What follows belongs to an exercise in optimizing a design on an open flow for a short achievable clock period and few clock cycles; a production flow would make more cautious choices.
The RTL was checked by simulation tests, not by an equivalence proof against the original design.
No activity file was given, so power comes from the tool's default toggle rates.

--- flow/config.mk ---
export PLATFORM = sky130hd
export DESIGN_NAME = mips
export DESIGN_NICKNAME = mips
export VERILOG_FILES = /design/flow/design.v
export SDC_FILE = /design/flow/constraint.sdc
export NUM_CORES = 4
export LEC_CHECK = 0
export CAP_MARGIN = 20
export CORE_MARGIN = 2
export CORE_UTILIZATION = 40
export PLACE_DENSITY = 0.6
export SLEW_MARGIN = 20
--- flow/constraint.sdc ---
create_clock -name core_clock -period 8.0 [get_ports {clk}]
set_input_delay 1.6000 -clock core_clock [delete_from_list [all_inputs] [get_ports {clk}]]
set_output_delay 1.6000 -clock core_clock [all_outputs]
set_load 0.01 [all_outputs]
--- flow/design.v ---
`timescale 1ns / 1ps
module ctrl(
    input [5:0] OpCode,
    input [5:0] Funct,
	 output [1:0] NPC_Sel,
	 output NPCOp,
    output [1:0] ExtOp,
	 output ALUSrc,
    output [2:0] ALUOp,
	 output MemWrite,
	 output [1:0] RegDst,
	 output [1:0] DataSrc,
    output RegWrite
    );
	assign nop = (OpCode == 6'b000000 && Funct == 6'b000000) ? 1 : 0;
	assign jr = (OpCode == 6'b000000 && Funct == 6'b001000) ? 1 : 0;
	assign jalr = (OpCode == 6'b000000 && Funct == 6'b001001) ? 1 : 0;
	assign addu = (OpCode == 6'b000000 && Funct == 6'b100001) ? 1 : 0;
	assign subu = (OpCode == 6'b000000 && Funct == 6'b100011) ? 1 : 0;
	assign slt = (OpCode == 6'b000000 && Funct == 6'b101010) ? 1 : 0;
	assign beq = (OpCode == 6'b000100) ? 1 : 0;
	assign addiu = (OpCode == 6'b001001) ? 1 : 0;
	assign ori = (OpCode == 6'b001101) ? 1 : 0;
	assign lui = (OpCode == 6'b001111) ? 1 : 0;
	assign lw = (OpCode == 6'b100011) ? 1 : 0;
	assign sw = (OpCode == 6'b101011) ? 1 : 0;
	assign j = (OpCode == 6'b000010) ? 1 : 0;
	assign jal = (OpCode == 6'b000011) ? 1 : 0;
	assign NPC_Sel = (nop + addu + subu + slt + addiu + ori + lui + lw + sw) ? 2'b00 :
	                 (j + jal) ? 2'b01 :
						  (beq) ? 2'b10 :
						  (jr + jalr) ? 2'b11 :
						  2'b00;
	assign NPCOp = (j + jal) ? 1'b1 :
	               (beq) ? 1'b0 :
						1'b0;
	assign ExtOp = (ori) ? 2'b00 :
	               (addiu + lw + sw) ? 2'b01 :
						(lui) ? 2'b10 :
						2'b00;
	assign ALUSrc = (jr + jalr + addu + subu + slt + beq) ? 1'b0 :
	                (addiu + ori + lui + lw + sw) ? 1'b1 :
						 1'b0;
	assign ALUOp = (addu + addiu + lw + sw) ? 3'b001 :
	               (subu + beq) ? 3'b010 :
						(jr + jalr + ori) ? 3'b100 :
						(slt) ? 3'b110 :
						(lui) ? 3'b111 :
						3'b000;
	assign MemWrite = (nop + jr + jalr + addu + subu + slt + beq + addiu + ori + lui + lw + j + jal) ? 1'b0 :
	                  (sw) ? 1'b1 :
							1'b0;
	assign RegDst = (addu + subu + slt) ? 2'b00 :
	                (addiu + ori + lui + lw) ? 2'b01 :
						 (jalr + jal) ? 2'b10 :
						 2'b00;
	assign DataSrc = (addu + subu + slt + addiu + ori + lui) ? 2'b00 :
	                 (lw) ? 2'b01 :
						  (jalr + jal) ? 2'b10 :
						  2'b00;
	assign RegWrite = (nop + jr + beq + sw + j) ? 1'b0 :
	                  (jalr + addu + subu + slt + addiu + ori + lui + lw + jal) ? 1'b1 :
							1'b0;
endmodule
`timescale 1ns / 1ps
module ATDecoder(
    input [31:0] Instr,
    output [4:0] A1,
    output [4:0] A2,
    output [4:0] A3,
    output [3:0] ic
    );
	wire [5:0] OpCode, Funct;
	assign OpCode = Instr[31:26];
	assign Funct = Instr[5:0];
	assign nop = (OpCode == 6'b000000 && Funct == 6'b000000) ? 1 : 0;
	assign jr = (OpCode == 6'b000000 && Funct == 6'b001000) ? 1 : 0;
	assign jalr = (OpCode == 6'b000000 && Funct == 6'b001001) ? 1 : 0;
	assign addu = (OpCode == 6'b000000 && Funct == 6'b100001) ? 1 : 0;
	assign subu = (OpCode == 6'b000000 && Funct == 6'b100011) ? 1 : 0;
	assign slt = (OpCode == 6'b000000 && Funct == 6'b101010) ? 1 : 0;
	assign beq = (OpCode == 6'b000100) ? 1 : 0;
	assign addiu = (OpCode == 6'b001001) ? 1 : 0;
	assign ori = (OpCode == 6'b001101) ? 1 : 0;
	assign lui = (OpCode == 6'b001111) ? 1 : 0;
	assign lw = (OpCode == 6'b100011) ? 1 : 0;
	assign sw = (OpCode == 6'b101011) ? 1 : 0;
	assign j = (OpCode == 6'b000010) ? 1 : 0;
	assign jal = (OpCode == 6'b000011) ? 1 : 0;
	assign ic = (addu + subu + slt) ? 4'b0001 : 
	            (addiu + ori + lui) ? 4'b0010 :
					(lw) ? 4'b0011 :
					(sw) ? 4'b0100 :
					(beq) ? 4'b0101 :
					(j) ? 4'b0110 :
					(jr) ? 4'b0111 :
					(jal) ? 4'b1000 :
					(jalr) ? 4'b1001 :
					4'b0000;
	assign A1 = (ic == 4'b0001 || ic == 4'b0010 || ic == 4'b0011 || 
						ic == 4'b0100 || ic == 4'b0101 || ic ==4'b0111 || ic == 4'b1001) ? Instr[25:21] :
					5'b0;
	assign A2 = (ic == 4'b0001 || ic == 4'b0101 || ic == 4'b0100) ? Instr[20:16] :
					5'b0;
	assign A3 = (ic == 4'b0001 || ic == 4'b1001) ? 
						((Instr[15:11] == 5'b0) ? 5'b0 : Instr[15:11]) :
					(ic == 4'b0010 || ic == 4'b0011) ? 
						((Instr[20:16] == 5'b0) ? 5'b0 : Instr[20:16]) :
					(ic == 4'b1000) ? 5'b11111 :
					5'b0;
endmodule
`timescale 1ns / 1ps
module hazard(
    input [31:0] Instr,
    input Clk,
    input Reset,
    output StallF,
    output StallD,
    output FlushE,
    output [2:0] Forward_RS_D_Sel,
    output [2:0] Forward_RT_D_Sel,
    output [2:0] Forward_RS_E_Sel,
    output [2:0] Forward_RT_E_Sel,
    output [2:0] Forward_RT_M_Sel
    );
	wire [4:0] A1D, A2D, A3D;
	wire [3:0] icD;
	reg [4:0] A1E, A2E, A3E, A1M, A2M, A3M, A1W, A2W, A3W;
	reg [3:0] icE, icM, icW;
	wire stall;
	wire stall_E, stall_M, stall_E_cal_r, stall_E_cal_i, stall_E_load, stall_M_load;
	assign StallF = stall;
	assign StallD = stall;
	assign FlushE = stall;
	assign stall = stall_E || stall_M;
		assign stall_E = (A3E != 5'b0 && (
							  (icE == 4'b0001 && stall_E_cal_r) || 
							  (icE == 4'b0010 && stall_E_cal_i) || 
							  (icE == 4'b0011 && stall_E_load)));
			assign stall_E_cal_r = ((icD == 4'b0101 && 
												((A1D != 5'b0 && A1D == A3E) || (A2D != 5'b0 && A2D == A3E))) || 
										  (icD == 4'b0111 && 
												A1D != 5'b0 && A1D == A3E) || 
										  (icD == 4'b1001 && 
												A1D != 5'b0 && A1D == A3E));
			assign stall_E_cal_i = ((icD == 4'b0101 && 
												((A1D != 5'b0 && A1D == A3E) || (A2D != 5'b0 && A2D == A3E))) || 
										  (icD == 4'b0111 && 
												A1D != 5'b0 && A1D == A3E) || 
										  (icD == 4'b1001 && 
												A1D != 5'b0 && A1D == A3E));
			assign stall_E_load = ((icD == 4'b0101 && 
												((A1D != 5'b0 && A1D == A3E) || (A2D != 5'b0 && A2D == A3E))) ||
										 (icD == 4'b0001 && 
												(A1D == A3E || A2D == A3E)) ||
										 (icD == 4'b0010 && 
												A1D != 5'b0 && A1D == A3E) ||
										 (icD == 4'b0011 && 
												A1D != 5'b0 && A1D == A3E) ||
										 (icD == 4'b0100 && 
												A1D != 5'b0 && A1D == A3E) ||
										 (icD == 4'b0111 && 
												A1D != 5'b0 && A1D == A3E) || 
										 (icD == 4'b1001 && 
												A1D != 5'b0 && A1D == A3E));
		assign stall_M = (A3M != 5'b0 && 
							  icM == 4'b0011 && stall_M_load);
			assign stall_M_load = ((icD == 4'b0101 && 
												(A1D != 5'b0 && A1D == A3M || A2D != 5'b0 && A2D == A3M)) || 
										 (icD == 4'b0111 && 
												A1D != 5'b0 && A1D == A3M) || 
										 (icD == 4'b1001 && 
												A1D != 5'b0 && A1D == A3M));
	assign Forward_RS_D_Sel = ((A1D != 5'b0 && A3E != 5'b0 && A1D == A3E && 
												(icE == 4'b1000 || icE == 4'b1001)) ? 3'b100 :
										(A1D != 5'b0 && A3M != 5'b0 && A1D == A3M && 
												(icM == 4'b0001 || icM == 4'b0010)) ? 3'b011 :
										(A1D != 5'b0 && A3M != 5'b0 && A1D == A3M && 
												(icM == 4'b1000 || icM == 4'b1001)) ? 3'b010 :
										(A1D != 5'b0 && A3W != 5'b0 && A1D == A3W && 
												(icW == 4'b0001 || icW == 4'b0010 || icW == 4'b0011 || icW == 4'b1000 || icW == 4'b1001)) ? 3'b001 :
										3'b000);
	assign Forward_RT_D_Sel = ((A2D != 5'b0 && A3E != 5'b0 && A2D == A3E && 
												(icE == 4'b1000 || icE == 4'b1001)) ? 3'b100 :
										(A2D != 5'b0 && A3M != 5'b0 && A2D == A3M && 
												(icM == 4'b0001 || icM == 4'b0010)) ? 3'b011 :
										(A2D != 5'b0 && A3M != 5'b0 && A2D == A3M && 
												(icM == 4'b1000 || icM == 4'b1001)) ? 3'b010 :
										(A2D != 5'b0 && A3W != 5'b0 && A2D == A3W && 
												(icW == 4'b0001 || icW == 4'b0010 || icW == 4'b0011 || icW == 4'b1000 || icW == 4'b1001)) ? 3'b001 :
										3'b000);
	assign Forward_RS_E_Sel = ((A1E != 5'b0 && A3M != 5'b0 && A1E == A3M && 
												(icM == 4'b0001 || icM == 4'b0010)) ? 3'b011 :
										(A1E != 5'b0 && A3M != 5'b0 && A1E == A3M && 
												(icM == 4'b1000 || icM == 4'b1001)) ? 3'b010 :
										(A1E != 5'b0 && A3W != 5'b0 && A1E == A3W && 
												(icW == 4'b0001 || icW == 4'b0010 || icW == 4'b0011 || icW == 4'b1000 || icW == 4'b1001)) ? 3'b001 :
										3'b000);
	assign Forward_RT_E_Sel = ((A2E != 5'b0 && A3M != 5'b0 && A2E == A3M && 
												(icM == 4'b0001 || icM == 4'b0010)) ? 3'b011 :
										(A2E != 5'b0 && A3M != 5'b0 && A2E == A3M && 
												(icM == 4'b1000 || icM == 4'b1001)) ? 3'b010 :
										(A2E != 5'b0 && A3W != 5'b0 && A2E == A3W && 
												(icW == 4'b0001 || icW == 4'b0010 || icW == 4'b0011 || icW == 4'b1000 || icW == 4'b1001)) ? 3'b001 :
										3'b000);
	assign Forward_RT_M_Sel = ((A2M != 5'b0 && A3W != 5'b0 && A2M == A3W && 
												(icW == 4'b0001 || icW == 4'b0010 || icW == 4'b0011 || icW == 4'b1000 || icW == 4'b1001)) ? 3'b001 :
										3'b000);
	always @(posedge Clk) begin
		if (Reset) begin
			A1E <= 5'b0; A2E <= 5'b0; A3E <= 5'b0; 
			A1M <= 5'b0; A2M <= 5'b0; A3M <= 5'b0; 
			A1W <= 5'b0; A2W <= 5'b0; A3W <= 5'b0; 
			icE <= 4'b0; icM <= 4'b0; icW <= 4'b0;
		end else if (stall) begin
			A1E <= 5'b0; A2E <= 5'b0; A3E <= 5'b0; 
			A1M <= A1E; A2M <= A2E; A3M <= A3E; 
			A1W <= A1M; A2W <= A2M; A3W <= A3M; 
			icE <= icD; icM <= icE; icW <= icM;
		end else begin
			A1E <= A1D; A2E <= A2D; A3E <= A3D; 
			A1M <= A1E; A2M <= A2E; A3M <= A3E; 
			A1W <= A1M; A2W <= A2M; A3W <= A3M; 
			icE <= icD; icM <= icE; icW <= icM;
		end
	end
	ATDecoder at (
    .Instr(Instr), 
    .A1(A1D), 
    .A2(A2D), 
    .A3(A3D), 
    .ic(icD)
    );
endmodule
`timescale 1ns / 1ps
module mf(
    input [31:0] PC4E,
    input [31:0] AO,
    input [31:0] PC4M,
    input [31:0] Wd,
    input [31:0] Rd,
    input [2:0] Forward_Sel,
    output [31:0] MF_OUT
    );
	assign MF_OUT = (Forward_Sel == 3'b100) ? (PC4E+4) : 
	                (Forward_Sel == 3'b011) ? AO : 
						 (Forward_Sel == 3'b010) ? (PC4M+4) : 
						 (Forward_Sel == 3'b001) ? Wd : 
						 (Forward_Sel == 3'b000) ? Rd : 
						 32'b0; 
endmodule
`timescale 1ns / 1ps
module MUX_RF_A3(
    input [4:0] A3,
    input [4:0] A2,
    input [1:0] RegDst,
    output reg [4:0] RegDstOut
    );
	always @(*) begin
		case(RegDst)
			2'b00: begin
				RegDstOut = A3;
			end
			2'b01: begin
				RegDstOut = A2;
			end
			2'b10: begin
				RegDstOut = 31;
			end
			default: begin
				RegDstOut = A3;
			end
		endcase
	end
endmodule
module MUX_ALU_B(
    input [31:0] Rd2,
	 input [31:0] Ext,
	 input ALUSrc,
	 output [31:0] ALUSrcOut
	 );
	assign ALUSrcOut = (ALUSrc == 1) ? Ext : Rd2;
endmodule
module MUX_RF_WD(
    input [31:0] C,
	 input [31:0] Dout,
	 input [31:0] PC,
	 input [1:0] DataSrc,
	 output reg [31:0] DataSrcOut
	 );
	always @(*) begin
		case (DataSrc)
			2'b00: begin
				DataSrcOut = C;
			end
			2'b01: begin
				DataSrcOut = Dout;
			end
			2'b10: begin
				DataSrcOut = PC;
			end
			default: begin
				DataSrcOut = C;
			end
		endcase
	end
endmodule
module MUX_PC(
	 input [31:0] add4,
	 input [31:0] NPC,
	 input [31:0] mf,
	 input [1:0] NPC_Sel,
	 input Branch,
	 output reg [31:0] MUX_PC_OUT
	 );
	always @(*) begin
		case (NPC_Sel)
			2'b00: begin
				MUX_PC_OUT = add4;
			end
			2'b01: begin
				MUX_PC_OUT = NPC;
			end
			2'b10: begin
				MUX_PC_OUT = (Branch == 1) ? NPC : add4;
			end
			2'b11: begin
				MUX_PC_OUT = mf;
			end
		endcase
	end
endmodule
`timescale 1ns / 1ps
module pc(
    input [31:0] NPC,
    input Clk,
    input Reset,
    input En,
    output reg [31:0] PC
    );
	always @(posedge Clk) begin
		if (Reset) begin
			PC <= 32'h0000_3000;
		end else begin
			if (En) begin
				PC <= NPC;
			end
		end
	end
endmodule
`timescale 1ns / 1ps
module F(
    input [31:0] NPC,
    input [1:0] NPC_Sel,
	 input Branch,
	 input [31:0] MF_RS_D_OUT,
    input Clk,
    input Reset,
    input StallF,
    input StallD,
    output reg [31:0] IRD,
    output reg [31:0] PC4D,
    output [31:0] i_addr,
    input [31:0] i_data
    );
	wire [31:0] PCF_OUT, Instr, PC4, MUX_PC_OUT;
	assign PC4 = PCF_OUT + 4;
	always @(posedge Clk) begin
		if (Reset) begin
			IRD <= 32'b0;
			PC4D <= 32'b0;
		end else if (~StallD) begin
			IRD <= Instr;
			PC4D <= PC4;
		end
	end
	pc PCF (
    .NPC(MUX_PC_OUT), 
    .Clk(Clk), 
    .Reset(Reset), 
    .En(~StallF), 
    .PC(PCF_OUT)
    );
	assign i_addr = PCF_OUT;
	assign Instr = i_data;
	MUX_PC mux_pc_F (
    .add4(PC4), 
    .NPC(NPC), 
    .mf(MF_RS_D_OUT), 
    .NPC_Sel(NPC_Sel), 
    .Branch(Branch), 
    .MUX_PC_OUT(MUX_PC_OUT)
    );
endmodule
`timescale 1ns / 1ps
module cmp(
    input [31:0] Rd1,
    input [31:0] Rd2,
    input [5:0] OpCode,
    output Branch
    );
	assign Branch = ((OpCode == 6'b000100 && Rd1 == Rd2) 
	                ) ? 1 : 0;
endmodule
`timescale 1ns / 1ps
module ext(
    input [1:0] ExtOp,
    input [15:0] Imm,
    output reg [31:0] Ext
    );
	always @(*) begin
		case (ExtOp)
			2'b00: begin
				Ext = {16'b0, Imm};
			end
			2'b01: begin
				Ext = {{16{Imm[15]}}, Imm};
			end
			2'b10: begin
				Ext = {Imm, 16'b0};
			end
			2'b11: begin
				Ext = 32'b0;
			end
		endcase
	end
endmodule
`timescale 1ns / 1ps
module grf(
    input [4:0] A1,
    input [4:0] A2,
    input [4:0] A3,
    input [31:0] Wd,
    input We,
    input Clk,
    input Reset,
    output [31:0] Rd1,
    output [31:0] Rd2
    );
	reg [31:0] generalRegister[31:0];
	integer i;
	assign Rd1 = generalRegister[A1];
	assign Rd2 = generalRegister[A2];
	always @(posedge Clk) begin
		if (Reset) begin
			for(i=0; i<32; i=i+1) begin
				generalRegister[i] <= 0;
			end
		end else begin
			if (We == 1 && A3 != 0) begin
				generalRegister[A3] <= Wd;
			end
		end
	end
endmodule
`timescale 1ns / 1ps
module npc(
    input [31:0] PC4,
    input [25:0] I26,
    input NPCOp,
    output [31:0] NPC
    );
	assign NPC = (NPCOp == 1'b1) ? {PC4[31:28], I26[25:0], 2'b00} :
											 PC4 + {{14{I26[15]}}, I26[15:0], 2'b00};
endmodule
`timescale 1ns / 1ps
module D(
    input [31:0] IRD,
    input [31:0] PC4D,
    input Clk,
    input Reset,
    input FlushE,
    input [2:0] Forward_RS_D_Sel,
    input [2:0] Forward_RT_D_Sel,
    input [31:0] PC4fromE,
    input [31:0] AO,
    input [31:0] PC4fromM,
    input [31:0] MUX_RF_WD_OUT,
    output Branch,
    output [1:0] NPC_Sel,
    output [31:0] NPC,
	 output [31:0] MF_RS_D_OUT,
    output reg [31:0] IRE,
    output reg [31:0] PC4E,
    output reg [31:0] RSE,
    output reg [31:0] RTE,
    output reg [31:0] EXTE,
    input [4:0] MUX_RF_A3_OUT,
    input We
    );
	wire [31:0] Rd1, Rd2, Ext, MF_RT_D_OUT;
	wire [1:0] ExtOp;
	wire NPCOp;
	always @(posedge Clk) begin
		if (Reset == 1'b1 || FlushE == 1) begin
			IRE <= 32'b0;
			PC4E <= 32'b0;
			RSE <= 32'b0;
			RTE <= 32'b0;
			EXTE <= 32'b0;
		end else begin
			IRE <= IRD;
			PC4E <= PC4D;
			RSE <= MF_RS_D_OUT;
			RTE <= MF_RT_D_OUT;
			EXTE <= Ext;
		end
	end
	ctrl controllerD (
    .OpCode(IRD[31:26]), 
    .Funct(IRD[5:0]), 
    .NPC_Sel(NPC_Sel), 
	 .NPCOp(NPCOp),
    .ExtOp(ExtOp)
    );
	grf GRFD (
    .A1(IRD[25:21]), 
    .A2(IRD[20:16]), 
    .A3(MUX_RF_A3_OUT), 
    .Wd(MUX_RF_WD_OUT), 
    .We(We), 
    .Clk(Clk), 
    .Reset(Reset), 
    .Rd1(Rd1), 
    .Rd2(Rd2)
    );
	cmp CMPD (
    .Rd1(MF_RS_D_OUT), 
    .Rd2(MF_RT_D_OUT), 
    .OpCode(IRD[31:26]), 
    .Branch(Branch)
    );
	npc NPCD (
    .PC4(PC4D), 
    .I26(IRD[25:0]), 
    .NPCOp(NPCOp), 
    .NPC(NPC)
    );
	ext EXTD (
    .ExtOp(ExtOp), 
    .Imm(IRD[15:0]), 
    .Ext(Ext)
    );
	mf MF_RS_D (
    .PC4E(PC4fromE), 
    .AO(AO), 
    .PC4M(PC4fromM), 
    .Wd(MUX_RF_WD_OUT), 
    .Rd(Rd1), 
    .Forward_Sel(Forward_RS_D_Sel), 
    .MF_OUT(MF_RS_D_OUT)
    );
	mf MF_RT_D (
    .PC4E(PC4fromE), 
    .AO(AO), 
    .PC4M(PC4fromM), 
    .Wd(MUX_RF_WD_OUT), 
    .Rd(Rd2), 
    .Forward_Sel(Forward_RT_D_Sel), 
    .MF_OUT(MF_RT_D_OUT)
    );
endmodule
`timescale 1ns / 1ps
module alu(
    input [31:0] A,
    input [31:0] B,
    input [2:0] ALUOp,
    output reg [31:0] C,
    output N,
    output Z,
    output reg V,
    output reg Carry
    );
	assign N = C[31];
	assign Z = ~(|C);
	reg CS;
	always @(*) begin
		C = 32'b0;
		CS = 1'b0;
		V = 1'b0;
		Carry = 1'b0;
		case (ALUOp)
			3'b000: begin
				C = 32'b0;
			end
			3'b001: begin
				{CS, C[30:0]} = A[30:0] + B[30:0];
				{Carry, C[31]} = A[31] + B[31] + CS;
				V = CS ^ Carry;
			end
			3'b010: begin
				{CS, C[30:0]} = A[30:0] - B[30:0];
				{Carry, C[31]} = A[31] - B[31] - CS;
				V = CS ^ Carry;
			end
			3'b011: begin
				C = A & B;
			end
			3'b100: begin
				C = A | B;
			end
			3'b101: begin
				C = A ^ B;
			end
			3'b110: begin
				C = (A<B) ? 32'b1 : 32'b0;
			end
			3'b111: begin
				C = B;
			end
		endcase
	end
endmodule
`timescale 1ns / 1ps
module E(
    input [31:0] IRE,
    input [31:0] PC4E,
    input [31:0] RSE,
    input [31:0] RTE,
    input [31:0] EXTE,
    input Clk,
    input Reset,
    output reg [31:0] IRM,
    output reg [31:0] PC4M,
    output reg [31:0] AOM,
    output reg [31:0] RTM,
    input [2:0] Forward_RS_E_Sel,
    input [2:0] Forward_RT_E_Sel,
    input [31:0] AO,
    input [31:0] PC4fromM,
    input [31:0] MUX_RF_WD_OUT
    );
	wire [31:0] ALUSrcOut, C, MF_RS_E_OUT, MF_RT_E_OUT;
	wire [2:0] ALUOp;
	wire ALUSrc, N, Z, V, Carry;
	always @(posedge Clk) begin
		if (Reset) begin
			IRM <= 32'b0;
			PC4M <= 32'b0;
			AOM <= 32'b0;
			RTM <= 32'b0;
		end else begin
			IRM <= IRE;
			PC4M <= PC4E;
			AOM <= C;
			RTM <= MF_RT_E_OUT;
		end
	end
	ctrl controllerE (
    .OpCode(IRE[31:26]), 
    .Funct(IRE[5:0]), 
    .ALUSrc(ALUSrc), 
    .ALUOp(ALUOp)
    );
	alu ALUE (
    .A(MF_RS_E_OUT), 
    .B(ALUSrcOut), 
    .ALUOp(ALUOp), 
    .C(C), 
    .N(N), 
    .Z(Z), 
    .V(V), 
    .Carry(Carry)
    );
	MUX_ALU_B mux_alu_b_E (
    .Rd2(MF_RT_E_OUT), 
    .Ext(EXTE), 
    .ALUSrc(ALUSrc), 
    .ALUSrcOut(ALUSrcOut)
    );
	mf MF_RS_E (
    .PC4E(32'b0), 
    .AO(AO), 
    .PC4M(PC4fromM), 
    .Wd(MUX_RF_WD_OUT), 
    .Rd(RSE), 
    .Forward_Sel(Forward_RS_E_Sel), 
    .MF_OUT(MF_RS_E_OUT)
    );
	mf MF_RT_E (
    .PC4E(32'b0), 
    .AO(AO), 
    .PC4M(PC4fromM), 
    .Wd(MUX_RF_WD_OUT), 
    .Rd(RTE), 
    .Forward_Sel(Forward_RT_E_Sel), 
    .MF_OUT(MF_RT_E_OUT)
    );
endmodule
`timescale 1ns / 1ps
module M(
    input [31:0] IRM,
    input [31:0] PC4M,
    input [31:0] AOM,
    input [31:0] RTM,
    input Clk,
    input Reset,
    output reg [31:0] IRW,
    output reg [31:0] PC4W,
    output reg [31:0] AOW,
    output reg [31:0] DRW,
    input [2:0] Forward_RT_M_Sel,
    input [31:0] MUX_RF_WD_OUT,
    output [31:0] d_addr,
    output [31:0] d_wdata,
    output d_we,
    input [31:0] d_rdata
    );
	wire [31:0] MF_RT_M_OUT, Dout;
	wire MemWrite;
	always @(posedge Clk) begin
		if (Reset) begin
			IRW <= 32'b0;
			PC4W <= 32'b0;
			AOW <= 32'b0;
			DRW <= 32'b0;
		end else begin
			IRW <= IRM;
			PC4W <= PC4M;
			AOW <= AOM;
			DRW <= Dout;
		end
	end
	ctrl controllerM (
    .OpCode(IRM[31:26]), 
    .Funct(IRM[5:0]), 
    .MemWrite(MemWrite)
    );
	assign d_addr = AOM;
	assign d_wdata = MF_RT_M_OUT;
	assign d_we = MemWrite;
	assign Dout = d_rdata;
	mf MF_RT_M (
    .PC4E(32'b0), 
    .AO(32'b0), 
    .PC4M(32'b0), 
    .Wd(MUX_RF_WD_OUT), 
    .Rd(RTM), 
    .Forward_Sel(Forward_RT_M_Sel), 
    .MF_OUT(MF_RT_M_OUT)
    );
endmodule
`timescale 1ns / 1ps
module W(
    input [31:0] IRW,
    input [31:0] PC4W,
    input [31:0] AOW,
    input [31:0] DRW,
    output [4:0] MUX_RF_A3_OUT,
    output [31:0] MUX_RF_WD_OUT,
	 output RegWrite
    );
	wire [1:0] RegDst, DataSrc;
	ctrl contorllerW (
    .OpCode(IRW[31:26]), 
    .Funct(IRW[5:0]), 
    .RegDst(RegDst), 
    .DataSrc(DataSrc), 
    .RegWrite(RegWrite)
    );
	MUX_RF_A3 mux_rf_a3_W (
    .A3(IRW[15:11]), 
    .A2(IRW[20:16]), 
    .RegDst(RegDst), 
    .RegDstOut(MUX_RF_A3_OUT)
    );
	MUX_RF_WD mux_rf_wd_W (
    .C(AOW), 
    .Dout(DRW), 
    .PC(PC4W+4), 
    .DataSrc(DataSrc), 
    .DataSrcOut(MUX_RF_WD_OUT)
    );
endmodule
`timescale 1ns / 1ps
module datapath(
    input StallF,
    input StallD,
    input FlushE,
    input [2:0] Forward_RS_D_Sel,
    input [2:0] Forward_RT_D_Sel,
    input [2:0] Forward_RS_E_Sel,
    input [2:0] Forward_RT_E_Sel,
    input [2:0] Forward_RT_M_Sel,
    input Clk,
    input Reset,
    output [31:0] IRD,
    output [31:0] i_addr,
    input [31:0] i_data,
    output [31:0] d_addr,
    output [31:0] d_wdata,
    output d_we,
    input [31:0] d_rdata,
    output rf_we,
    output [4:0] rf_waddr,
    output [31:0] rf_wdata
    );
	wire [31:0] PC4D;
	wire [31:0] IRE, PC4E, RSE, RTE, EXTE;
	wire [31:0] IRM, PC4M, AOM, RTM;
	wire [31:0] IRW, PC4W, AOW, DRW;
	wire [31:0] NPC, MF_RS_D_OUT, MUX_RF_WD_OUT;
	wire [4:0] MUX_RF_A3_OUT;
	wire [1:0] NPC_Sel;
	wire Branch, RegWrite;
	assign rf_we = RegWrite && MUX_RF_A3_OUT != 5'b0;
	assign rf_waddr = MUX_RF_A3_OUT;
	assign rf_wdata = MUX_RF_WD_OUT;
	F f (
    .NPC(NPC), 
    .NPC_Sel(NPC_Sel), 
    .Branch(Branch), 
	 .MF_RS_D_OUT(MF_RS_D_OUT),
    .Clk(Clk), 
    .Reset(Reset), 
    .StallF(StallF), 
    .StallD(StallD), 
    .IRD(IRD), 
    .PC4D(PC4D),
    .i_addr(i_addr),
    .i_data(i_data)
    );
	D d (
    .IRD(IRD), 
    .PC4D(PC4D), 
    .Clk(Clk), 
    .Reset(Reset), 
    .FlushE(FlushE), 
    .Forward_RS_D_Sel(Forward_RS_D_Sel), 
    .Forward_RT_D_Sel(Forward_RT_D_Sel), 
    .PC4fromE(PC4E), 
    .AO(AOM), 
    .PC4fromM(PC4M), 
    .MUX_RF_WD_OUT(MUX_RF_WD_OUT), 
    .Branch(Branch), 
    .NPC_Sel(NPC_Sel), 
    .NPC(NPC), 
	 .MF_RS_D_OUT(MF_RS_D_OUT),
    .IRE(IRE), 
    .PC4E(PC4E), 
    .RSE(RSE), 
    .RTE(RTE), 
    .EXTE(EXTE), 
    .MUX_RF_A3_OUT(MUX_RF_A3_OUT), 
    .We(RegWrite)
    );
	E e (
    .IRE(IRE), 
    .PC4E(PC4E), 
    .RSE(RSE), 
    .RTE(RTE), 
    .EXTE(EXTE), 
    .Clk(Clk), 
    .Reset(Reset), 
    .IRM(IRM), 
    .PC4M(PC4M), 
    .AOM(AOM), 
    .RTM(RTM), 
    .Forward_RS_E_Sel(Forward_RS_E_Sel), 
    .Forward_RT_E_Sel(Forward_RT_E_Sel), 
    .AO(AOM), 
    .PC4fromM(PC4M), 
    .MUX_RF_WD_OUT(MUX_RF_WD_OUT)
    );
	M m (
    .IRM(IRM), 
    .PC4M(PC4M), 
    .AOM(AOM), 
    .RTM(RTM), 
    .Clk(Clk), 
    .Reset(Reset), 
    .IRW(IRW), 
    .PC4W(PC4W), 
    .AOW(AOW), 
    .DRW(DRW), 
    .Forward_RT_M_Sel(Forward_RT_M_Sel), 
    .MUX_RF_WD_OUT(MUX_RF_WD_OUT),
    .d_addr(d_addr),
    .d_wdata(d_wdata),
    .d_we(d_we),
    .d_rdata(d_rdata)
    );
	W w (
    .IRW(IRW), 
    .PC4W(PC4W), 
    .AOW(AOW), 
    .DRW(DRW), 
    .MUX_RF_A3_OUT(MUX_RF_A3_OUT), 
    .MUX_RF_WD_OUT(MUX_RF_WD_OUT), 
    .RegWrite(RegWrite)
    );
endmodule
`timescale 1ns / 1ps
module mips(
    input clk,
    input reset,
    output [31:0] i_addr,
    input [31:0] i_data,
    output [31:0] d_addr,
    output [31:0] d_wdata,
    output d_we,
    input [31:0] d_rdata,
    output rf_we,
    output [4:0] rf_waddr,
    output [31:0] rf_wdata
    );
	wire StallF, StallD, FlushE;
	wire [2:0] Forward_RS_D_Sel, Forward_RT_D_Sel, Forward_RS_E_Sel, Forward_RT_E_Sel, Forward_RT_M_Sel;
	wire [31:0] Instr;
	datapath pipeline_dp (
    .StallF(StallF), 
    .StallD(StallD), 
    .FlushE(FlushE), 
    .Forward_RS_D_Sel(Forward_RS_D_Sel), 
    .Forward_RT_D_Sel(Forward_RT_D_Sel), 
    .Forward_RS_E_Sel(Forward_RS_E_Sel), 
    .Forward_RT_E_Sel(Forward_RT_E_Sel), 
    .Forward_RT_M_Sel(Forward_RT_M_Sel), 
    .Clk(clk), 
    .Reset(reset), 
    .IRD(Instr),
    .i_addr(i_addr),
    .i_data(i_data),
    .d_addr(d_addr),
    .d_wdata(d_wdata),
    .d_we(d_we),
    .d_rdata(d_rdata),
    .rf_we(rf_we),
    .rf_waddr(rf_waddr),
    .rf_wdata(rf_wdata)
    );
	hazard pipeline_hzd (
    .Instr(Instr), 
    .Clk(clk), 
    .Reset(reset), 
    .StallF(StallF), 
    .StallD(StallD), 
    .FlushE(FlushE), 
    .Forward_RS_D_Sel(Forward_RS_D_Sel), 
    .Forward_RT_D_Sel(Forward_RT_D_Sel), 
    .Forward_RS_E_Sel(Forward_RS_E_Sel), 
    .Forward_RT_E_Sel(Forward_RT_E_Sel), 
    .Forward_RT_M_Sel(Forward_RT_M_Sel)
    );
endmodule
--- flow/run.sh ---
#!/bin/bash
# synth_recipe.tcl (not shown) runs the flow's synth.tcl, then flattens the netlist and writes it again
# the make line also repeats each setting of config.mk as NAME=value (left out here)
make -C /OpenROAD-flow-scripts/flow DESIGN_CONFIG=/design/flow/config.mk WORK_HOME=/design/flow/orfs CLKGATE_MAP_FILE= SYNTH_SCRIPT=/design/flow/synth_recipe.tcl finish
==> run notes <==
[final cells by class]
cell class	count	area [um2]
clock buffers	219	4698
flip-flops and latches	1558	41470
well taps	2788	3488
clock inverters	101	973.4
repair buffers	439	4039
fillers	18850	112200
inverters	194	730.7
diodes	3	7.507
multi-input cells	4870	39470
[routing by layer]
metal  vias to the layer above  routed length, um  global-route usage (%)
met5                         -                 57                       0
met4                        10              24660                   19.54
met3                       891              33860                   6.392
met1                     32540             125400                   40.13
met2                      4128             156200                   49.92
li1                      26750                  -                       -
[cell usage in the layout (no fill, tap or decap), drive strengths merged, types with 150 or more instances in the layout]
cell type / instances
buf: 240
clkdlybuf4s50: 199
nor2: 1535
mux4: 640
nand2: 301
edfxtp: 1024
clkbuf: 219
mux2i: 150
nor2b: 197
inv: 198
a21oi: 275
o21ai: 175
dfxtp: 534
[how the worst min path moves through the flow]
stage	from	end	slack, ns
2_1_floorplan	pipeline_dp.d.IRE[11]	pipeline_dp.e.IRM[11]	0.41
3_3_place_gp	pipeline_dp.e.IRM[14]	pipeline_dp.m.IRW[14]	0.42
3_5_place_dp	pipeline_dp.d.IRE[12]	pipeline_dp.e.IRM[12]	0.42
4_1_cts	pipeline_dp.d.IRE[16]	pipeline_dp.e.IRM[16]	0.42
5_1_grt	pipeline_dp.d.IRE[16]	pipeline_dp.e.IRM[16]	0.44
6_report	pipeline_dp.d.IRE[16]	pipeline_dp.e.IRM[16]	0.42
[power by group through the flow]
| stage | Sequential [W] | Clock [W] | Combinational [W] |
|---|---|---|---|
| after floorplan | 0.00913 | 0 | 0.00164 |
| after global placement | 0.00928 | 0 | 0.00260 |
| after detailed placement | 0.00929 | 0 | 0.00260 |
| after CTS | 0.00912 | 0.00809 | 0.00261 |
| after global routing | 0.00916 | 0.00841 | 0.00279 |
| final | 0.00913 | 0.00804 | 0.00267 |
[registers in the layout, indices dropped and copies added (netlist names), 22 cells and up, named ones only]
| name | cells |
|---|---|
| pipeline_dp.d.EXTE | 32 |
| pipeline_dp.f.PCF.PC | 32 |
| pipeline_dp.m.DRW | 32 |
| pipeline_dp.d.PC4E | 32 |
| pipeline_dp.f.PC4D | 32 |
| pipeline_dp.m.PC4W | 32 |
| pipeline_dp.d.RTE | 32 |
| pipeline_dp.e.RTM | 32 |
| pipeline_dp.e.PC4M | 32 |
| pipeline_dp.m.IRW | 22 |
| pipeline_dp.d.GRFD.generalRegister | 1024 |
| pipeline_dp.e.AOM | 32 |
| pipeline_dp.e.IRM | 22 |
| pipeline_dp.m.AOW | 32 |
| pipeline_dp.f.IRD | 32 |
| pipeline_dp.d.IRE | 22 |
| pipeline_dp.d.RSE | 32 |
[synth_stat cells, drive strengths merged (29+ instances only)]
| master | number | area (um2) |
|---|---|---|
| nor4 | 42 | 287.8 |
| nor3 | 102 | 510.5 |
| a211oi | 105 | 788.3 |
| o21a | 29 | 217.7 |
| o21ai | 175 | 875.8 |
| mux2i | 150 | 1501 |
| mux4 | 640 | 14410 |
| nor2 | 1535 | 5772 |
| ha | 130 | 1627 |
| o31ai | 29 | 222.7 |
| dfxtp | 534 | 10690 |
| xnor2 | 104 | 910.9 |
| buf | 121 | 539.3 |
| edfxtp | 1024 | 30750 |
| clkbuf | 507 | 1903 |
| a21o | 33 | 247.7 |
| o211ai | 47 | 352.8 |
| xor2 | 93 | 814.5 |
| a21oi | 275 | 1376 |
| a221oi | 61 | 578.1 |
| nand4 | 42 | 262.8 |
| inv | 193 | 724.4 |
| and2 | 46 | 287.8 |
| a31oi | 37 | 231.5 |
| nand2 | 301 | 1137 |
| and3 | 129 | 807.0 |
| nor2b | 197 | 1232 |
| nand3 | 122 | 610.6 |
| mux2 | 61 | 686.9 |
[stage by stage]
stage	cells	util [%]	hold slack [ns]	worst slack (ns)	total power, W
2_1_floorplan	7250	-	0.4138	1.842	0.01078
3_3_place_gp	9849	43.07	0.4205	0.6679	0.01187
3_5_place_dp	9849	43.07	0.4231	0.7979	0.01189
4_1_cts	10170	45.81	0.4159	0.7682	0.01983
5_1_grt	10170	45.82	0.4438	0.3207	0.02036
6_report	10170	45.82	0.4223	0.6422	0.01985
[kinds of logic (layout without fill, tap and decap cells)]
| logic type | after synthesis | count (layout) |
|---|---|---|
| AO/OA/AOI/OAI | 1024 | 1024 |
| buffers and inverters | 822 | 953 |
| AND/OR/NAND/NOR | 2633 | 2633 |
| multiplexers | 851 | 851 |
| adder cells (fa/ha/maj) | 133 | 133 |
| other | 1 | 35 |
| XOR/XNOR | 197 | 197 |
| flip-flops | 1558 | 1558 |
==> impl_summary.txt <==
----------------------------------------------------
[Clocking]
  Resize count post-CTS ... 0
  Number of hold buffers added after cts ... 0
  TritonCTS sink count ... 1,558
  Buffer levels on the longest clock path ... 3
  Number of setup buffers added after CTS ... 0
  CTS tree ... done
  Num CTS Buffers ... roughly 170
  Post-CTS clock slew at the launch and capture registers of the worst setup and hold paths ... 0.06 ns
  Clock latency of the later-clocked register in the worst-skew pair ... roughly 0.87 ns
  Master cell of the clock root buffer ... clkbuf_16
  H-tree depth ... 4

[Floorplan]
  Number of rows created at floorplan ... roughly 170
  Vert. Die Dim ... 460.5 um
  Total Die Area ... about 210,000 um2
  Starting density of the core ... 40.25%
  Die width ... approximately 460 um
  I/O pin cnt ... between 200 and 250
  Placeable core region ... 207,100 um2

[Synthesis]
  Post-synthesis share of cell area spent on full adders, half adders and majority gates ... 2.024%
  Portion of netlist area occupied by mux cells ... 19.92%
  Post-synthesis compound-gate area fraction ... 8.328%
  Number of synthesized flops with an enable pin ... just over 1,000
  Mean post-synth cell area ... roughly 12 um2
  Simple-gate area share of the yosys netlist ... 14.13%
  Total of flip-flops plus latches after synthesis ... 1,558
  Synthesis Warnings ... 40
  Dominant combinational cell family by area after synthesis ... multiplexers
  Post-Synth XOR/XNOR Area ... 2.070%
  Summed instance area of the synthesized netlist ... 83,350 um2
  Share of flip-flops with an asynchronous set or reset ... 0%
  Number of unique standard cell types used by synthesis ... 97
  Gate count of the mapped netlist ... about 7,200
  Dominant synthesized flop cell ... edfxtp_1
  Portion of the post-synthesis area used by sequential elements ... 49.72%

[Power and ir drop]
  Internal Pwr Total ... 0.01438 W
  Total power per unit cell area ... 209.2 nW/um2
  Clock power frac ... approximately 41%
  Part of the total power dissipated in sequential elements ... 46.0%
  Logic gate share of total power ... around 14%
  Switching part of the total ... 27.53%
  Net Switching ... 0.005465 W
  Pleak ... 32.98 nW
  IR drop worst, VDD ... 0.2068 mV

[Placement]
  Buffers on Ports ... 200
  Detailed placement HPWL ... 231.0 mm
  Area post-placement ... 89,190 um2
  Gpl congestion ... 1.020

[Detailed routing]
  Overall via count from detail_route ... 64,330
  Number of DRC violations after detailed routing ... 0
  Number of search-and-repair iterations in the first detailed-routing pass ... 7
  Initial DRC count ... 8,768
  Total length of routed wires ... approximately 340 mm
  Final antenna-violating net count ... 0
  Routed via count divided by cell count ... 6.324
  Detail-routed net length per standard cell ... roughly 33 um

[Worst setup path]
  CP Capture Point ... pipeline_dp.e.AOM[30]
  Cell family with the largest share of critical-path delay ... compound AO/OA/AOI/OAI gates
  Critical Path RT ... 8.75 ns
  Number of logic stages on the critical path including buffering ... 27
  Path depth of the worst reg2reg path ... 27
  Startpoint of the lowest-slack register-to-register path ... pipeline_hzd.A3M[2]
  Setup crit start kind ... flip-flop
  Delay contributed by the slowest stage of the critical path ... 0.86 ns
  Worst R2R Setup Slack ... 0.64 ns
  Crit path from ... pipeline_hzd.A3M[2]
  Data arrival time of the critical path ... 8.11 ns
  Worst reg2reg path endpoint ... pipeline_dp.e.AOM[30]
  Peak fanout along the critical path ... 9
  WP buf/inv ... 4
  Crit Path Category ... flip-flop to flip-flop
  Crit path capture type ... flip-flop
  Slowest cell on the critical path ... nor4_1
  Most frequent CP cell ... a21oi_1

[GRT]
  Largest net degree at the start of global routing ... 164
  Global-route usage over all layers ... 31.68%
  Via count of the first global-routing pass ... 62,660
  Antenna violations before repair ... 15
  Global route total overflow ... 0
  Global-route wire length before repair ... 477.8 mm

[Finish]
  Final instance area ... roughly 95,000 um2
  Nets@finish ... 7,435
  Layout overhead on the synthesized area ... 13.83%
  Layout cells sized above 1 ... 18.30%

[Timing]
  Slew Viols, Final ... 0
  Setup repair after global routing missed its margin ... no
  Slew @ Worst Pin ... 1.251 ns
  Number of failing hold endpoints at the final stage ... 0
  Setup-violating endpoint count in the final report ... 0
  Setup clock skew after layout ... 0.07089 ns
  Slew Limit Headroom ... 16.29%
  Final period util ... 91.97%
  Max Clk Rate ... 135.9 MHz
  Clock period minus worst slack ... roughly 7.4 ns
  Setup total negative slack ... 0 ns

[Min path]
  Worst min path class ... flip-flop to flip-flop
  Hold Path Stages ... 1

[Run]
  Number of maximum-capacitance constraint violations ... 0

[Run status]
  Run status ... finished clean

----------------------------------------------------
Testbench counts, summed over its fixed seeds: cycles 48,407.

-- port drivers added, routing unchanged --
Ports are ideal in the flow. The routed layout listed here was re-timed in OpenROAD.
Step 1 (the two cells are an assumption about what drives the block):
set clk [get_ports {clk}]
set_driving_cell -lib_cell sky130_fd_sc_hd__clkbuf_16 $clk
set_driving_cell -lib_cell sky130_fd_sc_hd__buf_2 [delete_from_list [all_inputs] $clk]
Step 2 times the ports against the registers' clock, not the clock port: input delays grow and output delays shrink by t, the midpoint of the rising clock arrivals with the driver on.
Slacks: ideal ports / drivers / drivers and shift; pairs: ideal ports / drivers.
shift t [ns]: 0.932
setup slack, ns: 0.642 / 0.642 / 0.642
worst hold slack (ns): 0.422 / 0.422 / 0.422
worst setup path after step 2: register to register
worst data-port slew with drivers (ns): 0.10
After both steps this run still meets setup and hold. The setup slack of this run moves by 0.000 ns with the drivers and by 0.000 ns with both steps.
